From an optimization exercise on the open Yosys and OpenROAD flow, aimed at small area and a short achievable clock period; shortcuts taken in it are not production practice. Function was checked by simulation only, so behaviour that the tests miss may differ from the original.

--- flow/flow/run.sh ---
#!/bin/bash
set -euo pipefail
bash standard.sh \
  SETUP_SLACK_MARGIN=${MARGIN:-6.0} \
  "BUFFER_PORTS_ARGS=-buffer_cell sky130_fd_sc_hd__buf_2" \
  finish > standard.log 2>&1
--- flow/standard.sh ---
#!/bin/bash
# synth_recipe.tcl (not shown) runs the flow's synth.tcl, then flattens the netlist and writes it again
# the make line also repeats each setting of config.mk as NAME=value (left out here)
make -C /OpenROAD-flow-scripts/flow DESIGN_CONFIG=/design/flow/config.mk WORK_HOME=/design/flow/orfs CLKGATE_MAP_FILE= SYNTH_SCRIPT=/design/flow/synth_recipe.tcl "${@:-finish}"
--- flow/config.mk ---
export PLATFORM = sky130hd
export DESIGN_NAME = CordicVectoring
export DESIGN_NICKNAME = CordicVectoring
export VERILOG_FILES = /design/flow/design.v
export SDC_FILE = /design/flow/constraint.sdc
export NUM_CORES = 4
export LEC_CHECK = 0
export CAP_MARGIN = 20
export CORE_MARGIN = 2
export CORE_UTILIZATION = 40
export GPL_TIMING_DRIVEN = 1
export SLEW_MARGIN = 20
--- flow/constraint.sdc ---
create_clock -name core_clock -period 9.0 [get_ports {in_clk}]
set_input_delay 1.8000 -clock core_clock [delete_from_list [all_inputs] [get_ports {in_clk}]]
set_output_delay 1.8000 -clock core_clock [all_outputs]
set_load 0.01 [all_outputs]
--- flow/design.v ---
module Cordic (
  input  wire        in_clk,
  input  wire        in_rst,
  input  wire        in_enable,
  input  wire [15:0] in_x,
  input  wire [15:0] in_y,
  output wire        out_valid,
  output wire [18:0] out_phase,
  output wire [15:0] out_x,
  output wire [15:0] out_y
);
  function [18:0] atan;
    input integer i;
    begin
      case (i)
        0: atan = 19'h0c90f;
        1: atan = 19'h076b1;
        2: atan = 19'h03eb6;
        3: atan = 19'h01fd5;
        4: atan = 19'h00ffa;
        5: atan = 19'h007ff;
        6: atan = 19'h003ff;
        default: atan = 19'h001ff;
      endcase
    end
  endfunction
  reg [12:0] vld;
  always @(posedge in_clk or negedge in_rst)
    if (!in_rst) vld <= 13'b0;
    else         vld <= {vld[11:0], in_enable};
  assign out_valid = vld[12];
  reg signed [16:0] xr [0:8];
  reg signed [16:0] yr [0:8];
  reg        [7:0]  dr [1:9];    
  always @(posedge in_clk) begin
    xr[0] <= {in_x[15], in_x};
    yr[0] <= {in_y[15], in_y};
  end
  genvar i;
  generate
    for (i = 0; i < 8; i = i + 1) begin : g_stage
      wire               d  = yr[i][16];
      wire signed [16:0] xs = xr[i] >>> i;
      wire signed [16:0] ys = yr[i] >>> i;
      wire        [16:0] xn, yn;
      sk17 u_xadd (.a(xr[i]), .b(ys ^ {17{d}}),  .cin(d),  .s(xn));
      sk17 u_yadd (.a(yr[i]), .b(xs ^ {17{~d}}), .cin(~d), .s(yn));
      always @(posedge in_clk) begin
        xr[i+1] <= xn;
        yr[i+1] <= yn;
      end
      if (i == 0) begin : g_d0
        always @(posedge in_clk) dr[1] <= {7'b0, d};
      end else begin : g_dn
        always @(posedge in_clk) dr[i+1] <= (dr[i] & ((8'd1 << i) - 8'd1)) | ({7'b0, d} << i);
      end
    end
  endgenerate
  reg [15:0] xa, ya;      
  reg [11:0] xb, yb;      
  reg        xc, yc;      
  function [28:0] gain1;   
    input signed [16:0] v;
    reg signed [18:0] a;
    reg signed [23:0] b;
    reg        [3:0]  lo;
    begin
      a  = (v <<< 2) + v;
      b  = (v <<< 6) + (v <<< 3) + v;
      lo = {1'b0, a[2:0]} - {1'b0, b[11:9]} - {3'b0, |v[8:0]};
      gain1 = {lo[3], a[18:3], b[23:12]};
    end
  endfunction
  wire [28:0] gx = gain1(xr[8]);
  wire [28:0] gy = gain1(yr[8]);
  always @(posedge in_clk) begin
    {xc, xa, xb} <= gx;
    {yc, ya, yb} <= gy;
    dr[9]        <= dr[8];
  end
  function [18:0] zsum;
    input [3:0] dirs;
    input integer base;
    integer k;
    begin
      zsum = 19'd0;
      for (k = 0; k < 4; k = k + 1)
        zsum = dirs[k] ? zsum - atan(base + k) : zsum + atan(base + k);
    end
  endfunction
  wire [18:0] zlo [0:15];
  wire [18:0] zhi [0:15];
  genvar j;
  generate
    for (j = 0; j < 16; j = j + 1) begin : g_ztab
      assign zlo[j] = zsum(j, 0);
      assign zhi[j] = zsum(j, 4);
    end
  endgenerate
  reg [15:0] ox, oy;
  reg [18:0] oz;
  always @(posedge in_clk) begin
    ox <= xa - {{4{xb[11]}}, xb} - xc;
    oy <= ya - {{4{yb[11]}}, yb} - yc;
    oz <= zlo[dr[9][3:0]] + zhi[dr[9][7:4]];
  end
  assign out_x = ox;
  assign out_y = oy;
  assign out_phase = oz;
endmodule
module sk17 (
  input  wire [16:0] a,
  input  wire [16:0] b,
  input  wire        cin,
  output wire [16:0] s
);
  wire g0_0 = cin;
  wire g0_1 = a[0] & b[0];
  wire p0_1 = a[0] ^ b[0];
  wire g0_2 = a[1] & b[1];
  wire p0_2 = a[1] ^ b[1];
  wire g0_3 = a[2] & b[2];
  wire p0_3 = a[2] ^ b[2];
  wire g0_4 = a[3] & b[3];
  wire p0_4 = a[3] ^ b[3];
  wire g0_5 = a[4] & b[4];
  wire p0_5 = a[4] ^ b[4];
  wire g0_6 = a[5] & b[5];
  wire p0_6 = a[5] ^ b[5];
  wire g0_7 = a[6] & b[6];
  wire p0_7 = a[6] ^ b[6];
  wire g0_8 = a[7] & b[7];
  wire p0_8 = a[7] ^ b[7];
  wire g0_9 = a[8] & b[8];
  wire p0_9 = a[8] ^ b[8];
  wire g0_10 = a[9] & b[9];
  wire p0_10 = a[9] ^ b[9];
  wire g0_11 = a[10] & b[10];
  wire p0_11 = a[10] ^ b[10];
  wire g0_12 = a[11] & b[11];
  wire p0_12 = a[11] ^ b[11];
  wire g0_13 = a[12] & b[12];
  wire p0_13 = a[12] ^ b[12];
  wire g0_14 = a[13] & b[13];
  wire p0_14 = a[13] ^ b[13];
  wire g0_15 = a[14] & b[14];
  wire p0_15 = a[14] ^ b[14];
  wire g0_16 = a[15] & b[15];
  wire p0_16 = a[15] ^ b[15];
  wire g0_17 = a[16] & b[16];
  wire p0_17 = a[16] ^ b[16];
  wire g1_1 = g0_1 | (p0_1 & g0_0);
  wire g1_3 = g0_3 | (p0_3 & g0_2);
  wire p1_3 = p0_3 & p0_2;
  wire g1_5 = g0_5 | (p0_5 & g0_4);
  wire p1_5 = p0_5 & p0_4;
  wire g1_7 = g0_7 | (p0_7 & g0_6);
  wire p1_7 = p0_7 & p0_6;
  wire g1_9 = g0_9 | (p0_9 & g0_8);
  wire p1_9 = p0_9 & p0_8;
  wire g1_11 = g0_11 | (p0_11 & g0_10);
  wire p1_11 = p0_11 & p0_10;
  wire g1_13 = g0_13 | (p0_13 & g0_12);
  wire p1_13 = p0_13 & p0_12;
  wire g1_15 = g0_15 | (p0_15 & g0_14);
  wire p1_15 = p0_15 & p0_14;
  wire g1_17 = g0_17 | (p0_17 & g0_16);
  wire p1_17 = p0_17 & p0_16;
  wire g2_2 = g0_2 | (p0_2 & g1_1);
  wire g2_3 = g1_3 | (p1_3 & g1_1);
  wire g2_6 = g0_6 | (p0_6 & g1_5);
  wire p2_6 = p0_6 & p1_5;
  wire g2_7 = g1_7 | (p1_7 & g1_5);
  wire p2_7 = p1_7 & p1_5;
  wire g2_10 = g0_10 | (p0_10 & g1_9);
  wire p2_10 = p0_10 & p1_9;
  wire g2_11 = g1_11 | (p1_11 & g1_9);
  wire p2_11 = p1_11 & p1_9;
  wire g2_14 = g0_14 | (p0_14 & g1_13);
  wire p2_14 = p0_14 & p1_13;
  wire g2_15 = g1_15 | (p1_15 & g1_13);
  wire p2_15 = p1_15 & p1_13;
  wire g3_4 = g0_4 | (p0_4 & g2_3);
  wire g3_5 = g1_5 | (p1_5 & g2_3);
  wire g3_6 = g2_6 | (p2_6 & g2_3);
  wire g3_7 = g2_7 | (p2_7 & g2_3);
  wire g3_12 = g0_12 | (p0_12 & g2_11);
  wire p3_12 = p0_12 & p2_11;
  wire g3_13 = g1_13 | (p1_13 & g2_11);
  wire p3_13 = p1_13 & p2_11;
  wire g3_14 = g2_14 | (p2_14 & g2_11);
  wire p3_14 = p2_14 & p2_11;
  wire g3_15 = g2_15 | (p2_15 & g2_11);
  wire p3_15 = p2_15 & p2_11;
  wire g4_8 = g0_8 | (p0_8 & g3_7);
  wire g4_9 = g1_9 | (p1_9 & g3_7);
  wire g4_10 = g2_10 | (p2_10 & g3_7);
  wire g4_11 = g2_11 | (p2_11 & g3_7);
  wire g4_12 = g3_12 | (p3_12 & g3_7);
  wire g4_13 = g3_13 | (p3_13 & g3_7);
  wire g4_14 = g3_14 | (p3_14 & g3_7);
  wire g4_15 = g3_15 | (p3_15 & g3_7);
  wire g5_16 = g0_16 | (p0_16 & g4_15);
  wire g5_17 = g1_17 | (p1_17 & g4_15);
  assign s[0] = a[0] ^ b[0] ^ g0_0;
  assign s[1] = a[1] ^ b[1] ^ g1_1;
  assign s[2] = a[2] ^ b[2] ^ g2_2;
  assign s[3] = a[3] ^ b[3] ^ g2_3;
  assign s[4] = a[4] ^ b[4] ^ g3_4;
  assign s[5] = a[5] ^ b[5] ^ g3_5;
  assign s[6] = a[6] ^ b[6] ^ g3_6;
  assign s[7] = a[7] ^ b[7] ^ g3_7;
  assign s[8] = a[8] ^ b[8] ^ g4_8;
  assign s[9] = a[9] ^ b[9] ^ g4_9;
  assign s[10] = a[10] ^ b[10] ^ g4_10;
  assign s[11] = a[11] ^ b[11] ^ g4_11;
  assign s[12] = a[12] ^ b[12] ^ g4_12;
  assign s[13] = a[13] ^ b[13] ^ g4_13;
  assign s[14] = a[14] ^ b[14] ^ g4_14;
  assign s[15] = a[15] ^ b[15] ^ g4_15;
  assign s[16] = a[16] ^ b[16] ^ g5_16;
endmodule
module CordicVectoring (
  input  wire        in_clk,
  input  wire        in_rst,
  input  wire        in_enable,
  input  wire [15:0] in_x,
  input  wire [15:0] in_y,
  output wire        out_valid,
  output wire [18:0] out_phase,
  output wire [15:0] out_x,
  output wire [15:0] out_y
);
  Cordic u_cordic (
    .in_clk    (in_clk),
    .in_rst    (in_rst),
    .in_enable (in_enable),
    .in_x      (in_x),
    .in_y      (in_y),
    .out_valid (out_valid),
    .out_phase (out_phase),
    .out_x     (out_x),
    .out_y     (out_y)
  );
endmodule
==> results.tsv, run 1 <==
stage	metric	value	unit
outcome	status	finished clean	
grt	grt_usage	15.3	%
clocking	path_clk_slew	0.06	ns
final_layout	final_nets	3361	
final_layout	fin_cells	3796	
die	rows	95	
setup_path	cp_max_fo	11	
setup_path	worstSetupEndpointType	flop	
placement	post-dp-hpwl	40600	µm
die	ios	87	
grt	antenna_found_initial	0	
synthesis	yosysSeqAreaShare	35.2	%
synthesis	yosysTopAreaCellShare	34.0	%
detailed_routing	num_vias	18700	
synthesis	synthTopCellsByArea	dfxtp_1 (34%), ha_1 (17%), xnor2_1 (8.3%)	
timing	slew_viol_final	0	
die	core-area	66800	µm²
setup_path	cpPeakStageDelay	0.36	ns
timing	finalHoldViolCount	0	
clocking	worstSkewPairLatency	0.63	ns
timing	relSlewSlack	56.5	%
timing	setup_viol_count_final	0	
detailed_routing	drc	0	
clocking	cts_tree	built	
final_layout	postLayoutCellArea	32400	µm²
detailed_routing	wirelength	54600	µm
clocking	numCtsBuffers	55	
synthesis	yosysUniqueCellTypes	76	
setup_path	r2r_end	u_cordic.xr[5][16]	
min_path	min_from	u_cordic.dr[5][2]	
clocking	clockBufferDepth	3	
detailed_routing	drt_iter0_markers	528	
setup_path	reg2reg_slack	6.01	ns
min_path	hold_class	reg2reg	
setup_path	cp.required	9.48	ns
die	die_y	263	µm
setup_path	critPathTopFamily	compound AO/OA/AOI/OAI gates	
timing	fin_crit_sh	33.2	%
synthesis	syn_inst	2663	
synthesis	async_flop_share	2.77	%
min_path	whs_endpoint	u_cordic.dr[6][2]	
setup_path	timing.rr.start	u_cordic.yr[4][16]	
setup_path	crit_chain	buf_12 -> xor2_1 -> ha_1 -> a21o_1 -> a221o_1 -> a21o_1 -> a21o_1 -> a41o_1 -> and3_1 -> and2_1 -> ha_1 -> xor2_1	
setup_path	worst_setup_path_start_kind	flop	
placement	port-buffer-count	85	
timing	fin_crit	2.99	ns
detailed_routing	viasPerCell	4.93	
grt	busiest_layer	met2	
setup_path	r2r_cells	12	
synthesis	ys_ff_latch	469	
synthesis	syn_area	26900	µm²
timing	rsz0062_at_grt	yes	
synthesis	yosysWarnings	7	
clocking	cts_root_buf	clkbuf_16	
setup_path	startpoint	u_cordic.yr[4][16]	
timing	worst_pin_slew	0.644	ns
grt	grt_pass1_wl	88500	µm
placement	place_area	28400	µm²
placement	dp.cells	3594	
synthesis	synth_top_area_cell	dfxtp_1	
timing	fmax	335	MHz
flow_run	drv_cap	0	
grt	grt_overflow	0	
timing	fin_skew	0.0444	ns
setup_path	cp.arrival	3.47	ns
min_path	min_path_cells	0	
placement	gp_congestion	0.862	
final_layout	diodes	0	
detailed_routing	wire_per_inst	14.4	µm
clocking	clkSinkCount	469	
detailed_routing	ant_nets	0	
setup_path	critPathKind	reg2reg	
die	die_area	69300	µm²
synthesis	synth_edf_count	0	
setup_path	slowest_stage	dfxtp_4	
final_layout	drive_above_1_share	16.0	%
grt	gr-usage-met1	14.8	%
synthesis	synth.avg_cell_area	10.1	µm²
grt	grt_max_degree	29	
grt	gr-usage-met3	2.63	%
detailed_routing	firstDrtPassIters	5	
synthesis	synthFlopType	dfxtp_1	
setup_path	critPathBufInv	1	
synthesis	synth_fp_nets	3148	
die	die_w	263	µm
grt	grt_pass1_vias	19100	
clocking	htreeDepth	2	
grt	grt.met2_usage	31.2	%
timing	fin_tns_setup	0	ns
final_layout	synthToLayoutAreaGrowth	20.5	%
setup_path	crit_top_cell	a21o_1	
die	initial_core_util	40.2	%
==> placed cells by master (no fill, tap or decap), types with 15 or more instances in the layout <==
| cell type | count |
|---|---|
| dfxtp_1 | 426 |
| ha_1 | 350 |
| inv_1 | 256 |
| xnor2_1 | 243 |
| xor2_1 | 213 |
| nor2_1 | 126 |
| a21oi_1 | 110 |
| a21o_1 | 92 |
| buf_4 | 88 |
| fa_1 | 86 |
| buf_2 | 85 |
| nand2_1 | 83 |
| o21ai_0 | 74 |
| clkbuf_16 | 56 |
| nand3_1 | 41 |
| nor2b_1 | 35 |
| nor3_1 | 35 |
| o21a_1 | 32 |
| nand2b_1 | 30 |
| and3_1 | 24 |
| a21oi_2 | 23 |
| dfxtp_4 | 21 |
| nand4_1 | 16 |
| a211oi_1 | 16 |
| clkbuf_8 | 16 |
| o21bai_1 | 15 |
| a31oi_1 | 15 |
==> stage by stage <==
step	util [%]	setup slack [ns]	hold slack (ns)
2_1_floorplan	-	5.99	0.310
3_3_place_gp	42.6	5.37	0.311
3_5_place_dp	42.6	5.34	0.312
4_1_cts	47.0	5.92	0.325
5_1_grt	48.5	5.89	0.327
6_report	48.5	6.01	0.324
==> cells by family (layout without fill, tap and decap cells) <==
logic type               after synthesis  count (layout)  share of synthesized area, %
flip-flops                           469             469                          35.2
other                                  1               1                        0.0140
adder cells (fa/ha/maj)              450             450                          23.5
XOR/XNOR                             474             474                          15.4
AO/OA/AOI/OAI                        507             507                          12.9
AND/OR/NAND/NOR                      458             458                          8.38
buffers and inverters                294             554                          4.18
multiplexers                          10              10                         0.424
==> routing by layer <==
metal	routed length, µm	vias up
met4	2140	0
li1	-	9531
met3	1580	134
met2	30300	265
met1	20500	8780
met5	0	-
==> how the worst max path moves through the flow <==
stage / to / slack, ns / cells after the start
2_1_floorplan: u_cordic.yr[7][16] / 5.99 / 13
3_3_place_gp: u_cordic.xr[7][16] / 5.37 / 12
3_5_place_dp: u_cordic.xr[7][16] / 5.34 / 12
4_1_cts: u_cordic.xr[7][16] / 5.92 / 13
5_1_grt: u_cordic.yc / 5.89 / 14
6_report: u_cordic.xr[5][16] / 6.01 / 12
==> registers in the layout, indices dropped and copies added (netlist names) <==
| name | cells |
|---|---|
| u_cordic.yc | 1 |
| u_cordic.ya | 16 |
| u_cordic.xa | 16 |
| u_cordic.oy | 16 |
| u_cordic.yr | 152 |
| u_cordic.oz | 18 |
| u_cordic.yb | 12 |
| u_cordic.dr | 44 |
| u_cordic.xc | 1 |
| u_cordic.xr | 152 |
| u_cordic.vld | 13 |
| u_cordic.ox | 16 |
| u_cordic.xb | 12 |
==> layout make-up <==
class                   count  area [µm²]
clock inverters            21         407
well taps                 873        1090
inverters                 260         978
fillers                  6060       34400
clock buffers              83        1640
multi-input cells        1900       17200
repair buffers            190        1480
flip-flops and latches    469        9540
==> repair_timing <==
action | CTS | global route
cloned | 5 | 1
hold buffers | 0 | 0
setup endpoints to repair | 90 | 48
pin swaps | 42 | 83
gates resized for setup | 107 | 101
setup buffers | 35 | 57
==> Yosys cell counts (all sizes together), types with 13 or more instances <==
master and instances:
nand2b 31, a21oi 135, o21bai 15, inv 260, a21o 92, nand3 42
xor2 219, clkbuf 16, o21ai 82, fa 90, nor3 37, o31ai 23
nor2b 36, a31oi 17, nand2 88, nor2 130, buf 18, a211oi 21
o211ai 13, xnor2 255, nand4 16, dfrtp 13, o21a 32, ha 360
a2111oi 13, dfxtp 456, and3 26
==> run 2: changes to the inputs <==
--- a/flow/config.mk
+++ b/flow/config.mk
@@ -8,5 +8,4 @@
 export CAP_MARGIN = 20
 export CORE_MARGIN = 2
 export CORE_UTILIZATION = 40
-export GPL_TIMING_DRIVEN = 1
 export SLEW_MARGIN = 20
==> results.tsv, run 2 <==
stage	metric	value	unit	change
grt	grt_overflow	0		unchanged
die	core-area	66800	µm²	unchanged
setup_path	timing.rr.start	u_cordic.yr[4][16]		
detailed_routing	wirelength	54600	µm	unchanged
timing	relSlewSlack	56.5	%	unchanged
timing	fin_skew	0.0444	ns	unchanged
grt	grt_max_degree	29		unchanged
timing	rsz0062_at_grt	yes		
synthesis	ys_top_cells_by_count	dfxtp_1 (456), ha_1 (360), inv_1 (260)		
synthesis	synth_top_area_cell	dfxtp_1		
detailed_routing	viasPerCell	4.93		unchanged
synthesis	syn_inst	2663		unchanged
min_path	hold_class	reg2reg		
grt	grt_usage	15.3	%	unchanged
grt	antenna_found_initial	0		unchanged
die	ios	87		unchanged
setup_path	r2r_cells	12		unchanged
final_layout	synthToLayoutAreaGrowth	20.5	%	unchanged
clocking	cts_tree	built		
placement	post-dp-hpwl	40600	µm	unchanged
synthesis	synthTopCellsByArea	dfxtp_1 (34%), ha_1 (17%), xnor2_1 (8.3%)		
synthesis	yosysSeqAreaShare	35.2	%	unchanged
synthesis	synth_fp_nets	3148		unchanged
clocking	htreeDepth	2		unchanged
setup_path	cp_max_fo	11		unchanged
final_layout	postLayoutCellArea	32400	µm²	unchanged
min_path	whs_endpoint	u_cordic.dr[6][2]		
timing	fmax	335	MHz	unchanged
clocking	numCtsBuffers	55		unchanged
die	die_area	69300	µm²	unchanged
setup_path	critPathKind	reg2reg		
timing	worst_pin_slew	0.644	ns	unchanged
final_layout	drive_above_1_share	16.0	%	unchanged
synthesis	ys_ff_latch	469		unchanged
final_layout	fin_cells	3796		unchanged
setup_path	slowest_stage	dfxtp_4		
setup_path	worst_setup_path_start_kind	flop		
synthesis	yosysWarnings	7		unchanged
final_layout	final_nets	3361		unchanged
clocking	path_clk_slew	0.06	ns	about the same
outcome	status	finished clean		
setup_path	cp.required	9.48	ns	about the same
final_layout	layout_common_cells	dfxtp_1 (426), ha_1 (350), inv_1 (256)		
final_layout	reg_top3	u_cordic.xr: 152 flops, u_cordic.yr: 152 flops, u_cordic.dr: 44 flops		
grt	grt_pass1_wl	88500	µm	unchanged
synthesis	syn_area	26900	µm²	unchanged
min_path	min_from	u_cordic.dr[5][2]		
detailed_routing	wire_per_inst	14.4	µm	unchanged
timing	finalHoldViolCount	0		unchanged
die	rows	95		unchanged
placement	dp.cells	3594		unchanged
clocking	worstSkewPairLatency	0.63	ns	about the same
timing	setup_viol_count_final	0		unchanged
die	die_w	263	µm	unchanged
clocking	clockBufferDepth	3		unchanged
timing	fin_ws	6.01	ns	unchanged
detailed_routing	ant_nets	0		unchanged
clocking	cts_root_buf	clkbuf_16		
detailed_routing	drc	0		unchanged
die	die_y	263	µm	unchanged
setup_path	crit_chain	buf_12 -> xor2_1 -> ha_1 -> a21o_1 -> a221o_1 -> a21o_1 -> a21o_1 -> a41o_1 -> and3_1 -> and2_1 -> ha_1 -> xor2_1		
setup_path	cp.arrival	3.47	ns	about the same
clocking	clkSinkCount	469		unchanged
placement	preCtsSetupSlack	5.34	ns	unchanged
setup_path	r2r_end	u_cordic.xr[5][16]		
clocking	holdBufCountCts	0		unchanged
min_path	min_path_cells	0		unchanged
synthesis	synthFlopType	dfxtp_1		
flow_run	drv_cap	0		unchanged
synthesis	yosysTopAreaCellShare	34.0	%	unchanged
timing	fin_tns_setup	0	ns	unchanged
placement	place_area	28400	µm²	unchanged
detailed_routing	num_vias	18700		unchanged
synthesis	yosysMostFrequentCell	dfxtp_1		
die	initial_core_util	40.2	%	unchanged
synthesis	synth.avg_cell_area	10.1	µm²	unchanged
final_layout	diodes	0		unchanged
setup_path	cpPeakStageDelay	0.36	ns	about the same
setup_path	worstSetupEndpointType	flop		
synthesis	synth_edf_count	0		unchanged
synthesis	yosysUniqueCellTypes	76		unchanged
timing	slew_viol_final	0		unchanged
final_layout	layout_commonest_cell	dfxtp_1		
timing	fin_crit	2.99	ns	unchanged
detailed_routing	firstDrtPassIters	5		unchanged
grt	grt_pass1_vias	19100		unchanged
setup_path	crit_top_cell	a21o_1		
detailed_routing	drt_iter0_markers	528		unchanged
placement	port-buffer-count	85		unchanged
synthesis	async_flop_share	2.77	%	unchanged
placement	gp_congestion	0.862		unchanged
setup_path	reg2reg_slack	6.01	ns	about the same
timing	fin_crit_sh	33.2	%	unchanged
==> run 2: how the worst max path moves through the flow <==
stage / startpoint / end / depth (start not counted)
floorplan: u_cordic.yr[6][16] / u_cordic.yr[7][16] / 13
global placement: u_cordic.yr[6][16] / u_cordic.xr[7][16] / 12
detailed placement: u_cordic.yr[6][16] / u_cordic.xr[7][16] / 12
CTS: u_cordic.yr[6][16] / u_cordic.xr[7][16] / 13
global route: u_cordic.yr[8][1] / u_cordic.yc / 14
finish: u_cordic.yr[4][16] / u_cordic.xr[5][16] / 12
==> run 2: repair_timing <==
action / 4_1_cts / 5_1_grt
pin swaps: 42 / 83
setup endpoints to repair: 90 / 48
gates cloned: 5 / 1
buffers inserted: 35 / 57
resized for setup: 107 / 101
==> run 2: cells by family (layout without fill, tap and decap cells) <==
logic type / Yosys count / in the layout / share of synthesized area (%)
simple gates: 458 / 458 / 8.38
flops: 469 / 469 / 35.2
mux: 10 / 10 / 0.424
fa+ha+maj: 450 / 450 / 23.5
other cells: 1 / 1 / 0.0140
compound gates: 507 / 507 / 12.9
xor+xnor: 474 / 474 / 15.4
buf+inv: 294 / 554 / 4.18
==> run 2: routing by layer <==
layer  GRT usage (%)  vias up  part of all wire (%)
met4            6.67        0                   3.9
met5               0        -                     0
li1                -     9531                     -
met3            2.63      134                   2.9
met2            31.2      265                    56
met1            14.8     8780                    38
==> run 2: critical path, delay by kind of cell (launching register included) <==
kind	cells	cell delay (ns)
AOI/OAI and AO/OA	5	1.12
adders and majority gates	2	0.54
and+or+nand+nor	2	0.37
DFF	1	0.36
xor gates and xnor gates	2	0.32
buffers and inverters	1	0.15
==> run 2: stage by stage <==
step	util, %	hold slack, ns
floorplan	-	0.310
global placement	42.6	0.311
detailed placement	42.6	0.312
CTS	47.0	0.325
global route	48.5	0.327
finish	48.5	0.324
==> run 2: cell type report <==
type	instances	area, µm²
multi-input combinational	1900	17200
inverter	260	978
tap	873	1090
sequential	469	9540
clock buffer	83	1640
clock inverter	21	407
fill	6060	34400
timing repair buffer	190	1480
==> run 3: changes to the inputs <==
--- a/flow/design.v
+++ b/flow/design.v
@@ -56,27 +56,45 @@
       end
     end
   endgenerate
-  reg [15:0] xa, ya;      
-  reg [11:0] xb, yb;      
-  reg        xc, yc;      
-  function [28:0] gain1;   
-    input signed [16:0] v;
-    reg signed [18:0] a;
-    reg signed [23:0] b;
-    reg        [3:0]  lo;
+  localparam [27:0] GAINC = 28'h5b70049;
+  function [27:0] csa_s;
+    input [27:0] a, b, c;
+    csa_s = a ^ b ^ c;
+  endfunction
+  function [27:0] csa_c;
+    input [27:0] a, b, c;
+    csa_c = {(a[26:0] & b[26:0]) | (a[26:0] & c[26:0]) | (b[26:0] & c[26:0]), 1'b0};
+  endfunction
+  function [32:0] gain1;   
+    input [16:0] v;
+    reg   [16:0] u;
+    reg   [27:0] r1, r2, r3, r4, r5, s1, c1, t1, e1, s2, c2, s3, c3;
+    reg   [12:0] lo;
     begin
-      a  = (v <<< 2) + v;
-      b  = (v <<< 6) + (v <<< 3) + v;
-      lo = {1'b0, a[2:0]} - {1'b0, b[11:9]} - {3'b0, |v[8:0]};
-      gain1 = {lo[3], a[18:3], b[23:12]};
-    end
-  endfunction
-  wire [28:0] gx = gain1(xr[8]);
-  wire [28:0] gy = gain1(yr[8]);
+      u  = {~v[16], v[15:0]};
+      r1 = {u, 11'b0};
+      r2 = {2'b0, u, 9'b0};
+      r3 = {5'b0, ~u, 6'b0};
+      r4 = {8'b0, ~u, 3'b0};
+      r5 = {11'b0, ~u};
+      s1 = csa_s(r1, r2, r3);
+      c1 = csa_c(r1, r2, r3);
+      t1 = csa_s(r4, r5, GAINC);
+      e1 = csa_c(r4, r5, GAINC);
+      s2 = csa_s(s1, c1, t1);
+      c2 = csa_c(s1, c1, t1);
+      s3 = csa_s(s2, c2, e1);
+      c3 = csa_c(s2, c2, e1);
+      lo = {1'b0, s3[11:0]} + {1'b0, c3[11:0]};
+      gain1 = {lo[12], s3[27:12], c3[27:12]};
+    end
+  endfunction
+  reg [15:0] xs_, ys_, xc_, yc_;   
+  reg        xl_, yl_;              
   always @(posedge in_clk) begin
-    {xc, xa, xb} <= gx;
-    {yc, ya, yb} <= gy;
-    dr[9]        <= dr[8];
+    {xl_, xs_, xc_} <= gain1(xr[8]);
+    {yl_, ys_, yc_} <= gain1(yr[8]);
+    dr[9]           <= dr[8];
   end
   function [18:0] zsum;
     input [3:0] dirs;
@@ -100,8 +118,8 @@
   reg [15:0] ox, oy;
   reg [18:0] oz;
   always @(posedge in_clk) begin
-    ox <= xa - {{4{xb[11]}}, xb} - xc;
-    oy <= ya - {{4{yb[11]}}, yb} - yc;
+    ox <= xs_ + xc_ + xl_;
+    oy <= ys_ + yc_ + yl_;
     oz <= zlo[dr[9][3:0]] + zhi[dr[9][7:4]];
   end
   assign out_x = ox;
==> flow/flow/run.sh (replaced) <==
#!/bin/bash
set -euo pipefail
bash standard.sh \
  SETUP_SLACK_MARGIN=${MARGIN:-6.2} \
  "BUFFER_PORTS_ARGS=-buffer_cell sky130_fd_sc_hd__buf_2" \
  finish > standard.log 2>&1
==> results.tsv, run 3 <==
stage	metric	value	unit	change
outcome	status	finished clean		
detailed_routing	firstDrtPassIters	5		unchanged
setup_path	cp_max_fo	7		-4
detailed_routing	num_vias	17300		-7.6%
final_layout	layout_commonest_cell	dfxtp_1		
placement	place_area	27600	µm²	-2.8%
min_path	min_from	u_cordic.dr[3][0]		
final_layout	reg_top3	u_cordic.xr: 152 flops, u_cordic.yr: 152 flops, u_cordic.dr: 44 flops		
timing	fin_crit	2.95	ns	-0.0370 ns
timing	rsz0062_at_grt	yes		
setup_path	r2r_end	u_cordic.yr[4][15]		
setup_path	worst_setup_path_start_kind	flop		
final_layout	drive_above_1_share	20.8	%	+4.8 points
clocking	htreeDepth	2		unchanged
detailed_routing	wirelength	52200	µm	-4.3%
grt	grt_max_degree	17		-41%
setup_path	reg2reg_slack	6.05	ns	+0.04 ns
timing	setup_viol_count_final	0		unchanged
detailed_routing	ant_nets	0		unchanged
setup_path	cp.arrival	3.49	ns	+0.02 ns
timing	fin_tns_setup	0	ns	unchanged
clocking	path_clk_slew	0.06	ns	about the same
timing	relSlewSlack	46.7	%	-9.8 points
timing	fmax	339	MHz	+1.3%
synthesis	yosysMostFrequentCell	dfxtp_1		
final_layout	synthToLayoutAreaGrowth	24.6	%	
grt	grt_pass1_wl	83200	µm	-6.0%
setup_path	timing.rr.start	u_cordic.yr[3][16]		
synthesis	yosysUniqueCellTypes	72		-5.3%
synthesis	synth_edf_count	0		unchanged
setup_path	r2r_cells	12		unchanged
grt	grt_usage	15.0	%	-0.29 points
setup_path	cp.required	9.54	ns	+0.06 ns
grt	grt_overflow	0		unchanged
flow_run	drv_cap	0		unchanged
synthesis	async_flop_share	2.73	%	-0.046 points
grt	grt_pass1_vias	17900		-6.2%
final_layout	final_nets	3238		-3.7%
synthesis	yosysSeqAreaShare	36.9	%	+1.7 points
placement	port-buffer-count	85		unchanged
synthesis	synthFlopType	dfxtp_1		
final_layout	postLayoutCellArea	32400	µm²	+0.13%
min_path	whs_endpoint	u_cordic.dr[4][0]		
synthesis	synthTopCellsByArea	dfxtp_1 (36%), ha_1 (17%), fa_1 (10%)		
die	die_y	259	µm	-1.5%
final_layout	diodes	0		unchanged
synthesis	synth.avg_cell_area	10.6	µm²	+5.4%
synthesis	yosysTopAreaCellShare	35.7	%	+1.7 points
detailed_routing	viasPerCell	4.77		-3.2%
placement	post-dp-hpwl	37700	µm	-7.1%
die	ios	87		unchanged
clocking	cts_tree	built		
die	initial_core_util	40.4	%	+0.16 points
setup_path	critPathKind	reg2reg		
synthesis	syn_inst	2448		-8.1%
die	rows	93		-2.1%
setup_path	worstSetupEndpointType	flop		
synthesis	ys_top_cells_by_count	dfxtp_1 (464), ha_1 (352), inv_1 (280)		
synthesis	syn_area	26000	µm²	-3.1%
clocking	holdBufCountCts	0		unchanged
synthesis	yosysWarnings	7		unchanged
timing	worst_pin_slew	0.779	ns	+0.135 ns
die	die_w	259	µm	-1.5%
clocking	numCtsBuffers	53		-3.6%
synthesis	synth_fp_nets	2965		-5.8%
synthesis	ys_ff_latch	477		+1.7%
detailed_routing	wire_per_inst	14.4	µm	+0.33%
clocking	cts_root_buf	clkbuf_16		
detailed_routing	drt_iter0_markers	687		+30%
placement	gp_congestion	0.862		about the same
clocking	clockBufferDepth	3		unchanged
final_layout	fillers	5643		-6.9%
timing	fin_skew	0.0311	ns	-0.0134 ns
grt	antenna_found_initial	0		unchanged
timing	finalHoldViolCount	0		unchanged
die	die_area	67200	µm²	-3.1%
min_path	hold_class	reg2reg		
clocking	clkSinkCount	477		+1.7%
detailed_routing	drc	0		unchanged
final_layout	layout_common_cells	dfxtp_1 (421), ha_1 (332), inv_1 (279)		
min_path	min_path_cells	0		unchanged
die	core-area	64500	µm²	-3.5%
timing	slew_viol_final	0		unchanged
synthesis	synth_top_area_cell	dfxtp_1		
clocking	worstSkewPairLatency	0.62	ns	about the same
timing	fin_crit_sh	32.8	%	-0.41 points
run 3: worst max-delay path by stage:
stage,from,to,slack (ns),depth (start not counted)
after floorplan,u_cordic.yr[1][16],u_cordic.yr[2][16],6.18,13
after global placement,u_cordic.yr[1][16],u_cordic.yr[2][15],5.65,11
after detailed placement,u_cordic.yr[1][16],u_cordic.yr[2][16],5.53,11
after CTS,u_cordic.vld[12],out_valid,6.07,1
after global routing,u_cordic.yr[3][16],u_cordic.yr[4][15],5.97,13
final,u_cordic.yr[3][16],u_cordic.yr[4][15],6.05,12
run 3: what timing repair did:
item	4_1_cts	5_1_grt
pin swaps	58	121
gates resized for setup	93	187
buffers inserted	72	83
setup endpoints to repair	147	100
gates cloned	5	0
run 3: final cells by class:
class | count | area [µm²] | share of cell area, %
multi-input combinational | 1661 | 16600 | 51.3
sequential | 477 | 9700 | 29.9
timing repair buffer | 248 | 2060 | 6.35
clock buffer | 68 | 1470 | 4.54
tap | 855 | 1070 | 3.30
inverter | 280 | 1050 | 3.24
clock inverter | 31 | 445 | 1.37
run 3: critical path: stages, from the launching register on:
cell and delay, ns:
dfxtp_4 0.35, buf_12 0.15, xnor2_2 0.13, ha_1 0.34, a21o_1 0.22, a221oi_4 0.33
o21ai_2 0.11, a41oi_2 0.25, o21bai_1 0.13, a21o_1 0.22, a21oi_2 0.16, fa_2 0.45
inv_1 0.06
run 3: stage by stage:
stage | worst slack (ns) | hold slack (ns) | utilization, % | cells
after global routing | 5.97 | 0.324 | 50.3 | 3620
after global placement | 5.65 | 0.310 | 42.9 | 3361
final | 6.05 | 0.322 | 50.3 | 3620
after floorplan | 6.18 | 0.310 | - | 2448
after CTS | 6.07 | 0.322 | 47.7 | 3537
after detailed placement | 5.53 | 0.312 | 42.9 | 3361
run 3: kinds of logic after synthesis:
logic type | after synthesis | share of synthesized area [%]
DFF | 477 | 36.9
buffers and inverters | 310 | 4.51
other | 1 | 0.0144
AOI/OAI and AO/OA | 413 | 10.6
xor gates and xnor gates | 423 | 14.2
adders and majority gates | 482 | 26.9
muxes | 12 | 0.514
and+or+nand+nor | 330 | 6.27
run 3: routing by layer:
layer	global-route usage, %	routed length (µm)	vias to the layer above
li1	-	-	8720
met1	15.5	19700	8123
met2	28.9	28200	285
met3	2.54	1590	152
met4	7.84	2710	0
met5	0	0	-
==> run 4: changes to the inputs <==
==> flow/flow/run.sh (replaced) <==
#!/bin/bash
set -euo pipefail
bash standard.sh \
  SETUP_SLACK_MARGIN=${MARGIN:-5.9} \
  "BUFFER_PORTS_ARGS=-buffer_cell sky130_fd_sc_hd__buf_2" \
  finish > standard.log 2>&1
==> results.tsv, run 4 <==
stage	metric	value	unit	change
detailed_routing	routed.top_layer	met4		
grt	grt_pass1_vias	17300		-3.5%
timing	setup_viol_count_final	0		unchanged
min_path	min_path_cells	0		unchanged
synthesis	synth_edf_count	0		unchanged
synthesis	synthTopCellsByArea	dfxtp_1 (36%), ha_1 (17%), fa_1 (10%)		
clocking	numCtsBuffers	52		-1.9%
detailed_routing	wire_per_inst	13.8	µm	-4.6%
min_path	min_from	u_cordic.dr[6][2]		
timing	fin_crit	2.99	ns	+0.0440 ns
setup_path	cpPeakStageDelay	0.37	ns	-0.08 ns
final_layout	fin_cells	3478		-3.9%
setup_path	timing.rr.start	u_cordic.yr[4][16]		
clocking	htreeDepth	2		unchanged
placement	dp.cells	3364		+0.089%
final_layout	diodes	0		unchanged
setup_path	r2r_cells	12		unchanged
timing	fin_tns_setup	0	ns	unchanged
setup_path	reg2reg_slack	6.01	ns	-0.04 ns
die	die_y	259	µm	unchanged
placement	preCtsSetupSlack	5.43	ns	-0.102 ns
flow_run	drv_cap	0		unchanged
clocking	clkSinkCount	477		unchanged
placement	post-dp-hpwl	37200	µm	-1.4%
grt	grt_max_degree	33		+16
detailed_routing	firstDrtPassIters	4		-1
final_layout	layout_commonest_cell	dfxtp_1		
timing	slew_viol_final	0		unchanged
synthesis	synth_fp_nets	2965		unchanged
placement	port-buffer-count	85		unchanged
setup_path	cp.arrival	3.45	ns	-0.04 ns
clocking	cts_tree	built		
timing	worst_pin_slew	0.801	ns	+0.0225 ns
synthesis	yosysTopAreaCellShare	35.7	%	unchanged
synthesis	yosysUniqueCellTypes	72		unchanged
timing	rsz0062_at_grt	yes		
clocking	holdBufCountCts	0		unchanged
setup_path	crit_chain	buf_12 -> xor2_1 -> ha_1 -> a21o_1 -> a31oi_4 -> o31ai_4 -> a221o_1 -> and2_4 -> o21a_1 -> and3_1 -> ha_1 -> xor2_1		
final_layout	synthToLayoutAreaGrowth	14.6	%	
synthesis	async_flop_share	2.73	%	unchanged
grt	grt_overflow	0		unchanged
clocking	clockBufferDepth	3		unchanged
timing	fin_crit_sh	33.3	%	+0.49 points
detailed_routing	wl_met3	1170	µm	-26%
final_layout	drive_above_1_share	10.3	%	-10 points
grt	grt_usage	13.9	%	-1.1 points
final_layout	multi_input_area	15500	µm²	-6.8%
detailed_routing	num_vias	16400		-5.0%
setup_path	critPathKind	reg2reg		
clocking	cts_root_buf	clkbuf_16		
grt	antenna_found_initial	0		unchanged
final_layout	final_nets	3099		-4.3%
synthesis	syn_inst	2448		unchanged
detailed_routing	wirelength	47800	µm	-8.4%
synthesis	synth_top_area_cell	dfxtp_1		
detailed_routing	wl_met1	18500	µm	-5.9%
setup_path	r2r_end	u_cordic.xr[5][16]		
min_path	hold_class	reg2reg		
die	ios	87		unchanged
final_layout	postLayoutCellArea	29800	µm²	-8.0%
synthesis	synth.avg_cell_area	10.6	µm²	unchanged
die	initial_core_util	40.4	%	unchanged
placement	place_area	27500	µm²	-0.63%
die	die_area	67200	µm²	unchanged
setup_path	cp_max_fo	7		unchanged
detailed_routing	drc	0		unchanged
synthesis	yosysMostFrequentCell	dfxtp_1		
outcome	status	finished clean		
setup_path	cp.depth	12		unchanged
synthesis	syn_area	26000	µm²	unchanged
detailed_routing	ant_nets	0		unchanged
detailed_routing	viasPerCell	4.72		-1.1%
clocking	path_clk_slew	0.06	ns	about the same
setup_path	worstSetupEndpointType	flop		
timing	finalHoldViolCount	0		unchanged
die	die_w	259	µm	unchanged
setup_path	cp.required	9.46	ns	-0.08 ns
detailed_routing	wl_met2	25900	µm	-8.2%
final_layout	regArea	9640	µm²	-0.54%
grt	grt_pass1_wl	78100	µm	-6.1%
detailed_routing	drt_iter0_markers	575		-16%
timing	relSlewSlack	45.2	%	-1.5 points
setup_path	worst_setup_path_start_kind	flop		
final_layout	fillers	6014		+6.6%
timing	fmax	334	MHz	-1.5%
placement	gp_congestion	0.845		-2.0%
setup_path	critPathBufInv	1		-1
min_path	whs_endpoint	u_cordic.dr[7][2]		
timing	fin_skew	0.0243	ns	-0.00673 ns
synthesis	yosysWarnings	7		unchanged
final_layout	reg_top3	u_cordic.xr: 152 flops, u_cordic.yr: 152 flops, u_cordic.dr: 44 flops		
die	rows	93		unchanged
setup_path	critPathTopFamily	compound AO/OA/AOI/OAI gates		
synthesis	yosysSeqAreaShare	36.9	%	unchanged
final_layout	layout_common_cells	dfxtp_1 (453), ha_1 (352), inv_1 (280)		
setup_path	slowest_stage	dfxtp_4		
timing	fin_ws	6.01	ns	-0.0440 ns
die	core-area	64500	µm²	unchanged
synthesis	ys_ff_latch	477		unchanged
synthesis	synthFlopType	dfxtp_1		
synthesis	ys_top_cells_by_count	dfxtp_1 (464), ha_1 (352), inv_1 (280)		
clocking	worstSkewPairLatency	0.59	ns	-0.03 ns
run 4: what timing repair did:
item                                    in CTS  in global routing
buffers inserted                             3                 10
cloned                                       1                  5
endpoints found under the setup margin      31                 33
gates resized for setup                     28                 46
pin swaps                                    3                  5
run 4: per-layer routing:
layer | vias to the layer above | GRT usage [%]
met5 | - | 0
met4 | 0 | 6.86
met3 | 137 | 1.98
met2 | 221 | 27.5
met1 | 7612 | 14.2
li1 | 8447 | -
run 4: cell families (layout without fill, tap and decap cells):
family                   count (synthesis)  count (layout)  share of synthesized area, %
flip-flops                             477             477                          36.9
adder cells (fa/ha/maj)                482             482                          26.9
multiplexers                            12              12                         0.514
XOR/XNOR                               423             423                          14.2
other                                    1               1                        0.0144
AND/OR/NAND/NOR                        330             330                          6.27
buffers and inverters                  310             485                          4.51
AO/OA/AOI/OAI                          413             413                          10.6
run 4: worst max-delay path by stage:
stage | start | to | slack, ns
after global placement | u_cordic.yr[7][16] | u_cordic.yr[8][16] | 5.51
final | u_cordic.yr[4][16] | u_cordic.xr[5][16] | 6.01
after floorplan | u_cordic.yr[1][16] | u_cordic.yr[2][16] | 5.93
after detailed placement | u_cordic.yr[7][16] | u_cordic.yr[8][16] | 5.43
after global routing | u_cordic.dr[9][7] | u_cordic.oz[18] | 5.85
after CTS | u_cordic.yr[2][16] | u_cordic.yr[3][15] | 5.90
run 4: final cells by class:
class / instances / area share (%)
tap: 855 / 3.58
inverter: 280 / 3.52
multi-input combinational: 1661 / 52.0
sequential: 477 / 32.3
clock buffer: 78 / 5.16
clock inverter: 17 / 0.721
timing repair buffer: 110 / 2.75
run 4: metrics by stage:
stage	utilization [%]	hold WS [ns]
final	46.3	0.323
after global routing	46.3	0.330
after CTS	45.6	0.324
after detailed placement	42.6	0.312
after global placement	42.6	0.310
after floorplan	-	0.310
==> run 5: changes to the inputs <==
==> flow/flow/run.sh (replaced) <==
#!/bin/bash
set -euo pipefail
bash standard.sh \
  SETUP_SLACK_MARGIN=${MARGIN:-5.7} \
  "BUFFER_PORTS_ARGS=-buffer_cell sky130_fd_sc_hd__buf_2" \
  finish > standard.log 2>&1
==> results.tsv, run 5 <==
stage	metric	value	unit	change
clocking	cts_tree	built		
clocking	path_clk_slew	0.05	ns	about the same
detailed_routing	wirelength	46500	µm	-2.7%
final_layout	reg_top3	u_cordic.xr: 152 flops, u_cordic.yr: 152 flops, u_cordic.dr: 44 flops		
grt	grt_max_degree	33		unchanged
final_layout	regArea	9630	µm²	-0.18%
timing	relSlewSlack	39.0	%	-6.2 points
synthesis	ys_top_cells_by_count	dfxtp_1 (464), ha_1 (352), inv_1 (280)		
synthesis	synthTopCellsByArea	dfxtp_1 (36%), ha_1 (17%), fa_1 (10%)		
setup_path	crit_chain	buf_12 -> xnor2_1 -> ha_1 -> and3_1 -> a32oi_1 -> o2bb2ai_1 -> o31a_1 -> o22ai_2 -> o21a_1 -> nor2_1 -> fa_1 -> inv_1		
detailed_routing	ant_nets	0		unchanged
setup_path	critPathKind	reg2reg		
timing	finalHoldViolCount	0		unchanged
synthesis	yosysWarnings	7		unchanged
synthesis	yosysSeqAreaShare	36.9	%	unchanged
timing	worst_pin_slew	0.892	ns	+0.0903 ns
timing	fin_crit	3.13	ns	+0.140 ns
detailed_routing	num_vias	16300		-0.71%
placement	gp_congestion	0.849		+0.40%
detailed_routing	drc	0		unchanged
grt	grt_pass1_vias	17400		+0.70%
final_layout	drive_above_1_share	8.81	%	-1.5 points
detailed_routing	wire_per_inst	13.4	µm	-2.4%
clocking	numCtsBuffers	54		+3.8%
synthesis	async_flop_share	2.73	%	unchanged
placement	port-buffer-count	85		unchanged
timing	timing.hold.ws	0.324	ns	+0.000984 ns
final_layout	final_nets	3085		-0.45%
synthesis	yosysMostFrequentCell	dfxtp_1		
clocking	htreeDepth	2		unchanged
grt	grt_usage	14.1	%	+0.14 points
setup_path	critPathTopFamily	compound AO/OA/AOI/OAI gates		
synthesis	synth.avg_cell_area	10.6	µm²	unchanged
die	rows	93		unchanged
setup_path	cp.required	9.53	ns	+0.07 ns
detailed_routing	firstDrtPassIters	5		+1
clocking	cts_root_buf	clkbuf_16		
detailed_routing	viasPerCell	4.70		-0.33%
clocking	holdBufCountCts	0		unchanged
grt	grt_overflow	0		unchanged
final_layout	layout_commonest_cell	dfxtp_1		
synthesis	synth_top_area_cell	dfxtp_1		
final_layout	diodes	0		unchanged
die	die_area	67200	µm²	unchanged
synthesis	syn_inst	2448		unchanged
clocking	clkSinkCount	477		unchanged
die	die_y	259	µm	unchanged
die	ios	87		unchanged
synthesis	yosysTopAreaCellShare	35.7	%	unchanged
min_path	hold_class	reg2reg		
synthesis	synthFlopType	dfxtp_1		
setup_path	cp.arrival	3.67	ns	+0.22 ns
die	die_w	259	µm	unchanged
placement	post-dp-hpwl	37700	µm	+1.5%
synthesis	synth_edf_count	0		unchanged
timing	fmax	319	MHz	-4.5%
outcome	status	finished clean		
setup_path	worstSetupEndpointType	flop		
die	core-area	64500	µm²	unchanged
flow_run	drv_cap	0		unchanged
clocking	worstSkewPairLatency	0.62	ns	+0.03 ns
timing	fin_crit_sh	34.8	%	+1.6 points
timing	fin_skew	0.0444	ns	+0.0200 ns
setup_path	slowest_stage	fa_1		
final_layout	synthToLayoutAreaGrowth	13.2	%	
synthesis	yosysUniqueCellTypes	72		unchanged
die	initial_core_util	40.4	%	unchanged
timing	rsz0062_at_grt	yes		
detailed_routing	drt_iter0_markers	519		-9.7%
setup_path	cp_max_fo	32		+25
timing	fin_tns_setup	0	ns	unchanged
final_layout	fillers	6023		+0.15%
synthesis	ys_ff_latch	477		unchanged
clocking	clockBufferDepth	3		unchanged
grt	grt_pass1_wl	78700	µm	+0.85%
timing	slew_viol_final	0		unchanged
setup_path	worst_setup_path_start_kind	flop		
final_layout	layout_common_cells	dfxtp_1 (459), ha_1 (352), inv_1 (280)		
timing	setup_viol_count_final	0		unchanged
setup_path	critPathBufInv	2		+1
final_layout	multi_input_area	15300	µm²	-1.2%
synthesis	synth_fp_nets	2965		unchanged
grt	antenna_found_initial	0		unchanged
synthesis	syn_area	26000	µm²	unchanged
setup_path	cpPeakStageDelay	0.43	ns	+0.06 ns
-- run 5: cell counts after synthesis --
No cell type changed its count.
-- run 5: routing by layer --
| metal | share of wire [%] | track usage [%] | vias up |
|---|---|---|---|
| met5 | 0 | 0 | - |
| met2 | 54 | 27.6 | 217 |
| met3 | 2.9 | 2.42 | 117 |
| met4 | 4.3 | 6.35 | 0 |
| met1 | 39 | 14.4 | 7534 |
| li1 | - | - | 8433 |
-- run 5: worst paths after layout --
| kind | depth (start not counted) | from | end | slack [ns] |
|---|---|---|---|---|
| max reg2reg | 12 | u_cordic.yr[1][16] | u_cordic.yr[2][15] | 5.87 |
| min reg2reg | 0 | u_cordic.dr[5][1] | u_cordic.dr[6][1] | 0.32 |
| max | 12 | u_cordic.yr[1][16] | u_cordic.yr[2][15] | 5.87 |
| min in group asynchronous | 1 | in_rst | u_cordic.vld[1] | 1.06 |
| min | 0 | u_cordic.dr[5][1] | u_cordic.dr[6][1] | 0.32 |
| max in group asynchronous | 1 | in_rst | u_cordic.vld[12] | 7.69 |
-- run 5: cells by family (layout without fill, tap and decap cells) --
group	Yosys count	count (layout)	share of synthesized area (%)
buf+inv	310	472	4.51
mux	12	12	0.514
simple gates	330	330	6.27
xor+xnor	423	423	14.2
other cells	1	1	0.0144
fa+ha+maj	482	482	26.9
compound gates	413	413	10.6
flops	477	477	36.9
-- run 5: metrics by stage --
step	setup slack (ns)	util, %	cell area (µm²)	std cells
2_1_floorplan	5.72	-	26100	2448
3_3_place_gp	5.52	42.6	27500	3364
3_5_place_dp	5.46	42.6	27500	3364
4_1_cts	5.72	45.5	29400	3462
5_1_grt	5.61	45.7	29500	3465
6_report	5.87	45.7	29500	3465
-- run 5: timing repair --
action	in CTS	in global routing
pin swaps	0	2
resized for setup	8	22
setup buffers	0	3
setup endpoints to repair	11	24
endpoints found under the hold margin	0	0
-- run 5: cell type report --
type,instances,area share [%]
multi-input cells,1661,51.9
flip-flops and latches,477,32.6
clock buffers,74,5.14
well taps,855,3.63
inverters,280,3.56
repair buffers,94,1.89
clock inverters,24,1.19
==> run 6: changes to the inputs <==
==> flow/flow/run.sh (replaced) <==
#!/bin/bash
set -euo pipefail
bash standard.sh \
  SETUP_SLACK_MARGIN=${MARGIN:-5.9} \
  "BUFFER_PORTS_ARGS=-buffer_cell sky130_fd_sc_hd__buf_2" \
  finish > standard.log 2>&1
--- a/flow/config.mk
+++ b/flow/config.mk
@@ -8,4 +8,5 @@
 export CAP_MARGIN = 20
 export CORE_MARGIN = 2
 export CORE_UTILIZATION = 40
+export CTS_BUF_LIST = sky130_fd_sc_hd__clkbuf_8
 export SLEW_MARGIN = 20
==> results.tsv, run 6 <==
stage	metric	value	unit	change
outcome	status	finished clean		
grt	grt_max_degree	33		unchanged
clocking	cts_tree	built		
timing	finalHoldViolCount	0		unchanged
detailed_routing	drc	0		unchanged
synthesis	ys_top_cells_by_count	dfxtp_1 (464), ha_1 (352), inv_1 (280)		
placement	post-dp-hpwl	37200	µm	-1.4%
die	die_w	259	µm	unchanged
timing	setup_viol_count_final	0		unchanged
die	die_area	67200	µm²	unchanged
clocking	clockBufferDepth	3		unchanged
die	core-area	64500	µm²	unchanged
placement	place_area	27500	µm²	unchanged
final_layout	synthToLayoutAreaGrowth	14.6	%	
clocking	worstSkewPairLatency	0.67	ns	+0.05 ns
die	initial_core_util	40.4	%	unchanged
grt	antenna_found_initial	1		+1
min_path	hold_class	reg2reg		
synthesis	yosysUniqueCellTypes	72		unchanged
final_layout	postLayoutCellArea	29900	µm²	+1.2%
timing	rsz0062_at_grt	yes		
synthesis	syn_area	26000	µm²	unchanged
final_layout	layout_common_cells	dfxtp_1 (454), ha_1 (352), inv_1 (305)		
detailed_routing	wire_per_inst	13.6	µm	+1.3%
synthesis	yosysSeqAreaShare	36.9	%	unchanged
clocking	htreeDepth	3		+1
synthesis	ys_ff_latch	477		unchanged
clocking	path_clk_slew	0.05	ns	about the same
grt	grt_overflow	0		unchanged
setup_path	cp.required	9.51	ns	-0.02 ns
clocking	clkSinkCount	477		unchanged
synthesis	syn_inst	2448		unchanged
placement	port-buffer-count	85		unchanged
placement	gp_congestion	0.845		-0.40%
grt	grt_pass1_vias	17500		+0.91%
timing	slew_viol_final	0		unchanged
die	ios	87		unchanged
synthesis	synth_top_area_cell	dfxtp_1		
timing	fin_skew	0.0369	ns	-0.00750 ns
setup_path	slowest_stage	dfxtp_4		
final_layout	final_nets	3131		+1.5%
final_layout	fin_util	46.3	%	+0.56 points
setup_path	critPathKind	reg2reg		
setup_path	critPathBufInv	1		-1
detailed_routing	viasPerCell	4.70		about the same
detailed_routing	drt_iter0_markers	543		+4.6%
setup_path	cp.arrival	3.52	ns	-0.15 ns
final_layout	drive_above_1_share	11.7	%	+2.8 points
grt	grt_pass1_wl	78500	µm	-0.30%
setup_path	worstSetupEndpointType	flop		
die	rows	93		unchanged
die	die_y	259	µm	unchanged
timing	worst_pin_slew	0.809	ns	-0.0826 ns
timing	fmax	333	MHz	+4.5%
synthesis	synth_edf_count	0		unchanged
setup_path	worst_setup_path_start_kind	flop		
timing	fin_crit_sh	33.3	%	-1.5 points
synthesis	async_flop_share	2.73	%	unchanged
synthesis	synthFlopType	dfxtp_1		
synthesis	yosysMostFrequentCell	dfxtp_1		
synthesis	synth_fp_nets	2965		unchanged
setup_path	timing.rr.start	u_cordic.yr[4][16]		
setup_path	cpPeakStageDelay	0.37	ns	-0.06 ns
final_layout	layout_commonest_cell	dfxtp_1		
detailed_routing	num_vias	16600		+1.9%
setup_path	critPathTopFamily	compound AO/OA/AOI/OAI gates		
detailed_routing	wirelength	48100	µm	+3.3%
timing	fin_tns_setup	0	ns	unchanged
detailed_routing	firstDrtPassIters	6		+1
timing	fin_crit	3.00	ns	-0.134 ns
min_path	min_from	u_cordic.dr[6][3]		
flow_run	drv_cap	0		unchanged
synthesis	yosysWarnings	7		unchanged
setup_path	cp_max_fo	7		-78%
synthesis	synthTopCellsByArea	dfxtp_1 (36%), ha_1 (17%), fa_1 (10%)		
synthesis	yosysTopAreaCellShare	35.7	%	unchanged
clocking	holdBufCountCts	0		unchanged
grt	grt_usage	14.2	%	+0.070 points
timing	relSlewSlack	44.7	%	+5.6 points
clocking	numCtsBuffers	85		+57%
setup_path	crit_chain	buf_12 -> xor2_1 -> ha_1 -> a21o_1 -> a31oi_4 -> o31ai_4 -> a221o_1 -> and2_4 -> o21a_1 -> and3_1 -> ha_1 -> xor2_1		
setup_path	startpoint	u_cordic.yr[4][16]		
final_layout	reg_top3	u_cordic.xr: 152 flops, u_cordic.yr: 152 flops, u_cordic.dr: 44 flops		
detailed_routing	ant_nets	0		unchanged
synthesis	synth.avg_cell_area	10.6	µm²	unchanged
clocking	cts_root_buf	clkbuf_8		
## run 6: cell counts after synthesis
No cell type changed its count.
## run 6: final timing paths
kind	end	depth (start not counted)	slack, ns
setup / recovery	u_cordic.xr[5][16]	12	6.00
hold / removal	u_cordic.dr[7][3]	0	0.32
setup reg to reg	u_cordic.xr[5][16]	12	6.00
hold reg to reg	u_cordic.dr[7][3]	0	0.32
max in group asynchronous	u_cordic.vld[5]	1	7.77
min in group asynchronous	u_cordic.vld[1]	1	1.00
## run 6: layout make-up
cell class,count,area (µm²)
Multi-Input combinational cell,1661,15500
Tap cell,855,1070
Fill cell,6049,34600
Timing Repair Buffer,109,801
Inverter,280,1050
Clock buffer,108,1490
Antenna cell,2,5.00
Clock inverter,43,292
Sequential cell,477,9640
## run 6: cells by family after synthesis
group,Yosys count,synth area share (%)
simple gates,330,6.27
mux,12,0.514
compound gates,413,10.6
fa+ha+maj,482,26.9
other cells,1,0.0144
flops,477,36.9
xor+xnor,423,14.2
buf+inv,310,4.51
## run 6: stage by stage
stage | std cells | hold WS (ns) | worst slack (ns)
4_1_cts | 3520 | 0.319 | 5.91
2_1_floorplan | 2448 | 0.310 | 5.93
5_1_grt | 3535 | 0.322 | 5.83
6_report | 3535 | 0.318 | 6.00
3_3_place_gp | 3364 | 0.310 | 5.51
3_5_place_dp | 3364 | 0.312 | 5.43
## run 6: timing repair
action,CTS,global route
setup endpoints to repair,31,26
buffers inserted,4,8
gates cloned,1,5
pin swaps,3,5
resized for setup,30,44
## run 6: layer usage
layer / share of wire (%) / GRT usage [%] / vias to the layer above
li1: - / - / 8532
met1: 38 / 14.0 / 7671
met2: 53 / 27.2 / 271
met3: 3.3 / 3.03 / 144
met4: 5.0 / 7.93 / 0
met5: 0 / 0 / -
==> run 7: changes to the inputs <==
--- a/flow/config.mk
+++ b/flow/config.mk
@@ -5,8 +5,8 @@
 export SDC_FILE = /design/flow/constraint.sdc
 export NUM_CORES = 4
 export LEC_CHECK = 0
+export ABC_AREA = 1
 export CAP_MARGIN = 20
 export CORE_MARGIN = 2
 export CORE_UTILIZATION = 40
-export CTS_BUF_LIST = sky130_fd_sc_hd__clkbuf_8
 export SLEW_MARGIN = 20
==> results.tsv, run 7 <==
stage	metric	value	unit	change
timing	finalHoldViolCount	0		unchanged
timing	fin_crit_sh	32.4	%	-0.97 points
timing	fin_skew	0.0131	ns	-0.0238 ns
final_layout	synthToLayoutAreaGrowth	11.9	%	
placement	gp_congestion	0.851		+0.69%
synthesis	ys_top_cells_by_count	nand2_1 (865), inv_1 (608), dfxtp_1 (464)		
clocking	numCtsBuffers	57		-33%
placement	preCtsSetupSlack	5.78	ns	+0.351 ns
detailed_routing	wire_per_inst	11.4	µm	-16%
detailed_routing	ant_nets	0		unchanged
placement	port-buffer-count	85		unchanged
placement	dp.cells	4535		+35%
timing	setup_viol_count_final	0		unchanged
synthesis	yosysWarnings	7		unchanged
clocking	htreeDepth	2		-1
detailed_routing	drt_iter0_markers	572		+5.3%
timing	fin_tns_setup	0	ns	unchanged
setup_path	cp.depth	1		-11
grt	grt_pass1_vias	20100		+15%
die	die_area	74200	µm²	+10%
synthesis	synth.avg_cell_area	8.18	µm²	-23%
setup_path	r2r_end	u_cordic.yl_		
setup_path	reg2reg_slack	6.12	ns	+0.12 ns
clocking	worstSkewPairLatency	0.62	ns	-0.05 ns
synthesis	yosysTopAreaCellShare	32.2	%	-3.4 points
setup_path	crit_chain	buf_2		
clocking	clkSinkCount	477		unchanged
setup_path	startpoint	u_cordic.oz[1]		
synthesis	synthTopCellsByArea	dfxtp_1 (32%), ha_1 (15%), nand2_1 (11%)		
setup_path	cp_max_fo	1		-6
final_layout	diodes	0		-2
die	die_y	272	µm	+5.1%
synthesis	synth_compound_area_share	5.44	%	-5.2 points
clocking	cts_tree	built		
synthesis	synth_top_area_cell	dfxtp_1		
timing	fin_crit	2.91	ns	-0.0877 ns
synthesis	synth_top_family_by_area	adder cells		
synthesis	async_flop_share	2.73	%	unchanged
die	core-area	71400	µm²	+11%
setup_path	timing.rr.start	u_cordic.yr[8][0]		
synthesis	synth_xor_area_share	9.27	%	-5.0 points
setup_path	slowest_stage	dfxtp_1		
setup_path	cpPeakStageDelay	0.35	ns	-0.02 ns
grt	grt_pass1_wl	90900	µm	+16%
setup_path	worst_setup_path_start_kind	flop		
setup_path	cp.arrival	1.11	ns	-2.41 ns
setup_path	critPathKind	reg2out		
final_layout	reg_top3	u_cordic.xr: 152 flops, u_cordic.yr: 152 flops, u_cordic.dr: 44 flops		
timing	fin_ws	6.09	ns	+0.0877 ns
outcome	status	finished clean		
final_layout	final_nets	4161		+33%
final_layout	layout_commonest_cell	nand2_1		
setup_path	critPathBufInv	1		unchanged
min_path	hold_class	reg2reg		
synthesis	syn_inst	3524		+44%
timing	worst_pin_slew	0.953	ns	+0.144 ns
timing	relSlewSlack	36.5	%	-8.2 points
grt	grt_max_degree	35		+6.1%
placement	post-dp-hpwl	42900	µm	+16%
detailed_routing	viasPerCell	4.41		-6.1%
setup_path	worstSetupEndpointType	output pin		
final_layout	layout_common_cells	nand2_1 (865), inv_1 (608), dfxtp_1 (460)		
die	rows	98		+5.4%
final_layout	drive_above_1_share	6.67	%	-5.0 points
synthesis	muxShareOfSynthArea	0	%	-0.51 points
detailed_routing	firstDrtPassIters	5		-1
setup_path	cp.required	7.20	ns	-2.31 ns
clocking	clockBufferDepth	3		unchanged
setup_path	r2r_cells	10		-2
synthesis	yosysSeqAreaShare	33.4	%	-3.6 points
run 7: how the worst min path moves through the flow:
| stage | cells past startpoint | start | slack (ns) | end |
|---|---|---|---|---|
| after floorplan | 0 | u_cordic.dr[1][0] | 0.31 | u_cordic.dr[2][0] |
| after global placement | 0 | u_cordic.dr[1][0] | 0.31 | u_cordic.dr[2][0] |
| after detailed placement | 0 | u_cordic.dr[3][0] | 0.31 | u_cordic.dr[4][0] |
| after CTS | 0 | u_cordic.dr[6][3] | 0.32 | u_cordic.dr[7][3] |
| after global routing | 0 | u_cordic.dr[6][3] | 0.33 | u_cordic.dr[7][3] |
| final | 0 | u_cordic.dr[6][3] | 0.32 | u_cordic.dr[7][3] |
run 7: cells by family after synthesis:
group,after synthesis
fa+ha+maj,482
other cells,1
xor+xnor,305
flops,477
compound gates,284
buf+inv,641
simple gates,1334
run 7: repair_timing:
action / in CTS / in global routing
hold endpoints to repair: 0 / 0
buffers inserted: 0 / 0
resized for setup: 1 / 2
pin swaps: 0 / 0
hold buffers: 0 / 0
setup endpoints to repair: 2 / 2
run 7: routing by layer:
metal  part of all wire, %  up-vias  track usage (%)
li1                      -    11100                -
met1                    43     9042             16.4
met2                    51      205             28.3
met3                   2.9       92             2.27
met4                   2.6        0             4.51
met5                     0        -                0
run 7: layout make-up:
cell class | instances | area [µm²]
fill | 7087 | 39100
multi-input combinational | 2406 | 16700
sequential | 477 | 9620
inverter | 613 | 2300
clock buffer | 79 | 1630
tap | 950 | 1190
timing repair buffer | 89 | 455
clock inverter | 26 | 337
run 7: per-stage QoR:
stage | utilization [%] | area [µm²] | hold slack, ns
final | 45.2 | 32300 | 0.317
after CTS | 45.2 | 32300 | 0.321
after global routing | 45.2 | 32300 | 0.330
after detailed placement | 42.4 | 30300 | 0.312
after global placement | 42.4 | 30300 | 0.311
after floorplan | - | 28800 | 0.310

afterwards: timing with drivers on the ports:
In the flow no input, the clock included, has a driving cell. The finished layouts below were timed again as built, in two steps. Step 1 assumes that a clkbuf_16 drives the clock port and a buf_2 every other input. Step 2 also shifts input and output timing later by t, the mid clock arrival at the registers, as if the neighbouring blocks saw the same clock. a / b / c = no drivers / after step 1 / after step 2; a / b = the first two.
run	t (ns)	slack for setup (ns)	worst hold slack (ns)	pins driven straight from the clock port
run 1	0.671	6.012 / 6.012 / 6.012	0.324 / 0.324 / 0.324	1
run 2	0.671	6.012 / 6.012 / 6.012	0.324 / 0.324 / 0.324	1
run 3	0.667	6.049 / 6.049 / 6.049	0.322 / 0.322 / 0.322	1
run 4	0.641	6.005 / 6.005 / 6.005	0.323 / 0.323 / 0.323	1
run 5	0.659	5.865 / 5.865 / 5.865	0.324 / 0.324 / 0.324	1
run 6	0.708	5.999 / 5.999 / 5.999	0.318 / 0.318 / 0.318	1
run 7	0.671	6.087 / 6.024 / 6.119	0.317 / 0.317 / 0.317	1
After both steps every run listed still meets setup and hold.
